From an optimization exercise on the open Yosys and OpenROAD flow, aimed at small area and a short achievable clock period; shortcuts taken in it are not production practice.
Where RTL was checked, it was by simulation tests only, not by an equivalence proof against the original.
No activity file was given, so power comes from the tool's default toggle rates.

== lane 1 ==
// yuv422_to_rgb
module yuv422_to_rgb
(
    input       wire        clk     ,
    input       wire        cke     ,
    input       wire        yuv_hs  ,
    input       wire        yuv_vs  ,
    input       wire        yuv_de  ,
    input       wire [9 :0] yuv_y   ,
    input       wire [9 :0] yuv_c   ,
    output      wire        rgb_hs  ,
    output      wire        rgb_vs  ,
    output      wire        rgb_de  ,
    output      wire [23:0] rgb_dat
);
clock: 4.5 ns
lec_check: 0
abc_area: 1
cap_margin: 20
core_margin: 2
core_utilization: 40
setup_slack_margin: 2.0
slew_margin: 20
standard.sh (not shown) runs the stock make flow with config.mk's settings and CLKGATE_MAP_FILE= SYNTH_SCRIPT=/design/flow/synth_recipe.tcl, a recipe that flattens the netlist after the stock synthesis.
==> flow/flow/run.sh <==
#!/bin/bash
# Standard ORFS layout (the standard.sh) with changes that do not touch the design:
#  - ports are buffered with buf_2 instead of the default delay-cell choice
#  - CTS: no dummy load cells, chosen clock buffers and sink cluster size
set -o pipefail
export BUFFER_PORTS_ARGS="-buffer_cell sky130_fd_sc_hd__buf_2"
export CTS_ARGS="-sink_clustering_enable -repair_clock_nets -dont_use_dummy_load -buf_list sky130_fd_sc_hd__clkbuf_8 -sink_clustering_size 16 -sink_clustering_max_diameter 100"
bash standard.sh > standard.log 2>&1
Setup changes, lane 1 to lane 2
--- a/flow/config.mk
+++ b/flow/config.mk
@@ -11,3 +11,3 @@
 export CORE_UTILIZATION = 40
-export SETUP_SLACK_MARGIN = 2.0
+export SETUP_SLACK_MARGIN = 1.9
 export SLEW_MARGIN = 20
### Flow results
When the final numbers for lane 1 and lane 2 were put side by side, the worst-case setup margin in the final layout turned out to be greater in lane 1.
Reported for lane 1 and lane 2, count of port buffers added during placement turned out identical to the last digit.
After detailed routing, lane 1 needs more wire than lane 2.
Between lane 1 and lane 2, the flow reports number of buffers outside the clock class in the layout decreasing by more than 10%.
Looking at headroom to the max-slew limit, lane 2 sits above lane 1.
Comparing worst slack on hold paths for lane 1 and lane 2, the bigger number came from lane 2.
On sequential cell power, lane 1 and lane 2 are neck and neck.
Against lane 1, vias per cell in lane 2 rose slightly.
Dominant power group: sequential cells -> lane 2, combinational logic -> lane 1
No run of this note included a check of the RTL's function; only the layout flow was run.

---

Another version of the RTL of yuv422_to_rgb (not shown whole).
For scale: roughly 210 flip-flops, ~52 I/O pins.
==> flow/config.mk <==
export PLATFORM = sky130hd
export DESIGN_NAME = yuv422_to_rgb
export DESIGN_NICKNAME = yuv422_to_rgb
export VERILOG_FILES = /design/flow/design.v
export SDC_FILE = /design/flow/constraint.sdc
export NUM_CORES = 4
export LEC_CHECK = 0
export CAP_MARGIN = 20
export CORE_MARGIN = 2
export CORE_UTILIZATION = 40
export SETUP_SLACK_MARGIN = 2.0
export SLEW_MARGIN = 20
==> flow/constraint.sdc <==
create_clock -name core_clock -period 4.5 [get_ports {clk}]
set_input_delay 0.9000 -clock core_clock [delete_from_list [all_inputs] [get_ports {clk}]]
set_output_delay 0.9000 -clock core_clock [all_outputs]
set_load 0.01 [all_outputs]
==> flow/flow/run.sh <==
#!/bin/bash
# Standard ORFS layout (the standard.sh) with two changes:
#  - ports are buffered with buf_2 instead of the default delay-cell choice
#  - CTS inserts no dummy load cells
set -o pipefail
cp standard.sh standard_sh.txt
export BUFFER_PORTS_ARGS="-buffer_cell sky130_fd_sc_hd__buf_2"
export CTS_ARGS="-sink_clustering_enable -repair_clock_nets -dont_use_dummy_load"
bash standard.sh > standard.log 2>&1
The starting point completed with no timing, DRC or antenna violations.
Rerun with:
==> flow/flow/run.sh (replaced) <==
#!/bin/bash
# Standard ORFS layout (the standard.sh) with changes that do not touch the design:
#  - ports are buffered with buf_2 instead of the default delay-cell choice
#  - CTS: no dummy load cells, chosen clock buffers and sink cluster size
set -o pipefail
export BUFFER_PORTS_ARGS="-buffer_cell sky130_fd_sc_hd__buf_2"
export CTS_ARGS="-sink_clustering_enable -repair_clock_nets -dont_use_dummy_load -buf_list sky130_fd_sc_hd__clkbuf_16 -sink_clustering_size 25 -sink_clustering_max_diameter 150"
bash standard.sh > standard.log 2>&1
- SETUP_SLACK_MARGIN: 2.0 -> 1.6
After rerunning: Design area falls by 9.1%; setup slack degrades by 0.12 ns; sequential share of layout area rises by 4.1 points; routed wire length falls by about 7%; hold slack degrades by 0.024 ns; utilization falls by 4.6 points; count of clock-buffer cells in the layout falls by 13; global-route usage falls by 0.83 points.
Rerun with:
==> flow/flow/run.sh (replaced) <==
#!/bin/bash
# Standard ORFS layout (the standard.sh) with two changes:
#  - ports are buffered with buf_2 instead of the default delay-cell choice
#  - CTS inserts no dummy load cells
set -o pipefail
cp standard.sh standard_sh.txt
export BUFFER_PORTS_ARGS="-buffer_cell sky130_fd_sc_hd__buf_2"
export CTS_ARGS="-sink_clustering_enable -repair_clock_nets -dont_use_dummy_load"
bash standard.sh > standard.log 2>&1
- SETUP_SLACK_MARGIN: 1.6 -> 1.3
Result:
- power is higher by 7.2%
- sequential power is about the same
- cell area is about the same
- fmax drops by about 6%
- worst setup slack is worse by 0.19 ns
- wire length shrinks by about 2%
- first-iteration DRC count is lower by about 8%
- die area stays the same
- flip-flop and latch count stays the same
Rerun with:
==> flow/flow/run.sh (replaced) <==
#!/bin/bash
# Standard ORFS layout (the standard.sh) with changes that do not touch the design:
#  - ports are buffered with buf_2 instead of the default delay-cell choice
#  - CTS: no dummy load cells, chosen clock buffers and sink cluster size
set -o pipefail
export BUFFER_PORTS_ARGS="-buffer_cell sky130_fd_sc_hd__buf_2"
export CTS_ARGS="-sink_clustering_enable -repair_clock_nets -dont_use_dummy_load -buf_list sky130_fd_sc_hd__clkbuf_8 -sink_clustering_size 16 -sink_clustering_max_diameter 100"
bash standard.sh > standard.log 2>&1
- SETUP_SLACK_MARGIN: 1.3 -> 1.6
The changed run passed the timing, design-rule and antenna checks.
Setup slack is better by 0.21 ns.
Worst hold slack gains 0.0034 ns.
Area after synthesis stays the same.
Via count grows by 1.6%.
Count of clock-buffer cells in the layout drops by 8.
Design area hardly moves.
Total power came out lower by 8.1%.
Final cell count came out higher by 1.3%.
Critical path depth does not change.
Core utilization hardly moves.
Rerun with:
==> flow/flow/run.sh (replaced) <==
#!/bin/bash
# Standard ORFS layout (the standard.sh) with two changes:
#  - ports are buffered with buf_2 instead of the default delay-cell choice
#  - CTS inserts no dummy load cells
set -o pipefail
cp standard.sh standard_sh.txt
export BUFFER_PORTS_ARGS="-buffer_cell sky130_fd_sc_hd__buf_2"
export CTS_ARGS="-sink_clustering_enable -repair_clock_nets -dont_use_dummy_load"
bash standard.sh > standard.log 2>&1
- SETUP_SLACK_MARGIN: 1.6 -> 1.8
Effect: Final area rises by 5.7%; setup slack improved by 0.049 ns; hold slack gets worse by 0.0073 ns.

---

Setup of run 1:
yuv422_to_rgb, a different RTL version from the one above (not shown whole).
For scale: about 1000 cells after synthesis, roughly 210 flip-flops, roughly 52 I/O pins.
==> flow/design.v (excerpt) <==
module yuv422_to_rgb
(
    input       wire        clk     ,
    input       wire        cke     ,
    input       wire        yuv_hs  ,
    input       wire        yuv_vs  ,
    input       wire        yuv_de  ,
    input       wire [9 :0] yuv_y   ,
    input       wire [9 :0] yuv_c   ,
    output      wire        rgb_hs  ,
    output      wire        rgb_vs  ,
    output      wire        rgb_de  ,
    output      wire [23:0] rgb_dat
);
==> flow/config.mk <==
export PLATFORM = sky130hd
export DESIGN_NAME = yuv422_to_rgb
export DESIGN_NICKNAME = yuv422_to_rgb
export VERILOG_FILES = /design/flow/design.v
export SDC_FILE = /design/flow/constraint.sdc
export NUM_CORES = 4
export LEC_CHECK = 0
export CAP_MARGIN = 20
export CORE_MARGIN = 2
export CORE_UTILIZATION = 60
export PLACE_DENSITY = 0.75
export SETUP_SLACK_MARGIN = 1.6
export SLEW_MARGIN = 20
==> flow/constraint.sdc <==
create_clock -name core_clock -period 4.5 [get_ports {clk}]
set_input_delay 0.9000 -clock core_clock [delete_from_list [all_inputs] [get_ports {clk}]]
set_output_delay 0.9000 -clock core_clock [all_outputs]
set_load 0.01 [all_outputs]
==> flow/flow/run.sh <==
#!/bin/bash
# Standard ORFS layout (the standard.sh) with changes that do not touch the design:
#  - ports are buffered with buf_2 instead of the default delay-cell choice
#  - CTS: no dummy load cells, chosen clock buffers and sink cluster size
set -o pipefail
export BUFFER_PORTS_ARGS="-buffer_cell sky130_fd_sc_hd__buf_2"
export CTS_ARGS="-sink_clustering_enable -repair_clock_nets -dont_use_dummy_load -buf_list sky130_fd_sc_hd__clkbuf_8 -sink_clustering_size 16 -sink_clustering_max_diameter 100"
bash standard.sh > standard.log 2>&1
> inputs changed (run 1 -> run 2)
Settings: CORE_UTILIZATION: 60 -> 40; PLACE_DENSITY: 0.75 -> unset; SETUP_SLACK_MARGIN: 1.6 -> 1.7.
## What came out
- Peak ir drop on the vdd network (run 2 vs. run 1) decreases by more than a quarter
- Min fmax across run 1 and run 2: run 1
- Looking at setup slack across both flows, run 2 is the stronger of the two, with run 1 trailing.
- Summary — path length in cells of the critical path, run 2 relative to run 1: lower, by 1.
- Routed length per placed instance (run 2 over run 1): decrease, 0.68 um
- In the metrics for run 1 and run 2, the one carrying the higher non-clock buffer count in the final layout is run 2.
Changes in run 3 relative to run 2:
Settings: setting ABC_AREA to 1 for the first time.
--- outcome ---
Run 2 has lower cell area than run 3.
A most common cell after layout, fill and taps aside of sky130_fd_sc_hd__edfxtp_1 is what run 2 shows, while sky130_fd_sc_hd__nand2_1 belongs to run 3.
Diff run 2 -> run 3: post-detailed-route via-to-cell ratio lost about 3%; xor/xnor cell area share of the yosys netlist decreased 1.3 points; number of standard cells after synthesis up 197; power density normalized to cell area decreased by 0.94% relative to the old numbers.
Critical path depth (lower): run 3
The post-synthesis area per instance in run 3 is 0.870 times that in run 2.
Compared with run 2, run 3 shows a worst path arrival time that is 0.10 ns lower.
No run of this note included a check of the RTL's function; only the layout flow was run.

---

delta:
yuv422_to_rgb with an RTL version that a note above also has.
For scale: roughly 210 flip-flops, ~52 I/O pins, about 0.013 mm^2 of cells after synthesis.
Settings: LEC_CHECK=0, CAP_MARGIN=20, CORE_MARGIN=2, CORE_UTILIZATION=40, SETUP_SLACK_MARGIN=2.0, SLEW_MARGIN=20; clock period 4.5 ns.
run.sh (not shown) runs the stock make flow with config.mk's settings and CLKGATE_MAP_FILE= SYNTH_SCRIPT=/design/flow/synth_recipe.tcl, a recipe that flattens the netlist after the stock synthesis.
Stock flow here: none of the scripts above is used.
--- input diff delta..gamma ---
- SETUP_SLACK_MARGIN: 2.0 -> 1.6
==> flow/flow/run.sh (new file) <==
#!/bin/bash
# Standard ORFS layout (the standard.sh) with two changes:
#  - ports are buffered with buf_2 instead of the default delay-cell choice
#  - CTS inserts no dummy load cells
set -o pipefail
cp standard.sh standard_sh.txt
export BUFFER_PORTS_ARGS="-buffer_cell sky130_fd_sc_hd__buf_2"
export CTS_ARGS="-sink_clustering_enable -repair_clock_nets -dont_use_dummy_load"
bash standard.sh > standard.log 2>&1
==> flow/standard.sh (new file) <==
#!/bin/bash
# synth_recipe.tcl (not shown) runs the flow's synth.tcl, then flattens the netlist and writes it again
# the make line also repeats each setting of config.mk as NAME=value (left out here)
make -C /OpenROAD-flow-scripts/flow DESIGN_CONFIG=/design/flow/config.mk WORK_HOME=/design/flow/orfs CLKGATE_MAP_FILE= SYNTH_SCRIPT=/design/flow/synth_recipe.tcl "${@:-finish}"
removed: flow/run.sh
--- outcome ---
- Cmp gamma vs delta: number of ordinary and repair buffers in the finished layout lower in gamma
- Of delta and gamma, the lower transition time of the tightest slew-check pin belongs to gamma.
- From delta to gamma the numbers moved as follows: met1 routing resource usage after global routing lost 0.38 points; sequential power neither gained nor lost much; overall power lost 7.2%; unique cell type count in the Yosys netlist neither gained nor lost much; final instance area lost 8.6%.
- gamma: placer congestion estimate 0.021 above delta
- A source of the critical timing path of m_h[1]$_DFFE_PP_ is what delta shows, while p_h[1]$_DFFE_PP_ belongs to gamma.
- gamma reached the end of the flow, and the finished layout is clean on the timing, design-rule and antenna checks.

what the ideal ports hide:
Ports are ideal in the flow. The routed layouts listed here were re-timed in OpenROAD. Step 1 sets driving cells, clkbuf_16 on the clock port and buf_2 on the other inputs (assumed; they add their load-dependent delay and slew). Step 2, shift: input delay + t, output delay - t, t = (earliest + latest rising clock arrival at the registers) / 2. This alone moves slack from input paths to output paths. Slacks: ideal ports / drivers / drivers and shift; pairs: ideal ports / drivers.
| run | t, ns | setup slack, ns | worst hold slack (ns) | worst setup path at the end | slew at the worst register clock pin (ns) |
|---|---|---|---|---|---|
| lane 1 | 0.558 | 1.905 / 1.905 / 1.905 | 0.410 / 0.410 / 0.410 | register to register | 0.11 / 0.11 |
| lane 2 | 0.549 | 1.891 / 1.891 / 1.891 | 0.416 / 0.416 / 0.416 | register to register | 0.11 / 0.11 |
| the first run of note 2 | 0.548 | 1.754 / 1.754 / 1.754 | 0.414 / 0.414 / 0.414 | register to register | 0.06 / 0.06 |
| the second run of note 2 | 0.510 | 1.634 / 1.634 / 1.634 | 0.391 / 0.391 / 0.391 | register to register | 0.10 / 0.10 |
| the third run of note 2 | 0.552 | 1.440 / 1.440 / 1.440 | 0.414 / 0.414 / 0.414 | register to register | 0.06 / 0.06 |
| the fourth run of note 2 | 0.547 | 1.650 / 1.650 / 1.650 | 0.418 / 0.418 / 0.418 | register to register | 0.11 / 0.11 |
| the fifth run of note 2 | 0.552 | 1.700 / 1.700 / 1.700 | 0.410 / 0.410 / 0.410 | register to register | 0.06 / 0.06 |
| run 1 | 0.532 | 1.685 / 1.685 / 1.685 | 0.367 / 0.367 / 0.367 | register to register | 0.11 / 0.11 |
| run 2 | 0.549 | 1.711 / 1.711 / 1.711 | 0.405 / 0.405 / 0.405 | register to register | 0.11 / 0.11 |
| run 3 | 0.547 | 1.794 / 1.794 / 1.794 | 0.402 / 0.402 / 0.402 | register to register | 0.11 / 0.11 |
| delta | 0.565 | 1.718 / 1.718 / 1.718 | 0.418 / 0.418 / 0.418 | register to register | 0.07 / 0.07 |
| gamma | 0.552 | 1.641 / 1.641 / 1.641 | 0.414 / 0.414 / 0.414 | register to register | 0.06 / 0.06 |
After both steps every run listed still meets setup and hold.
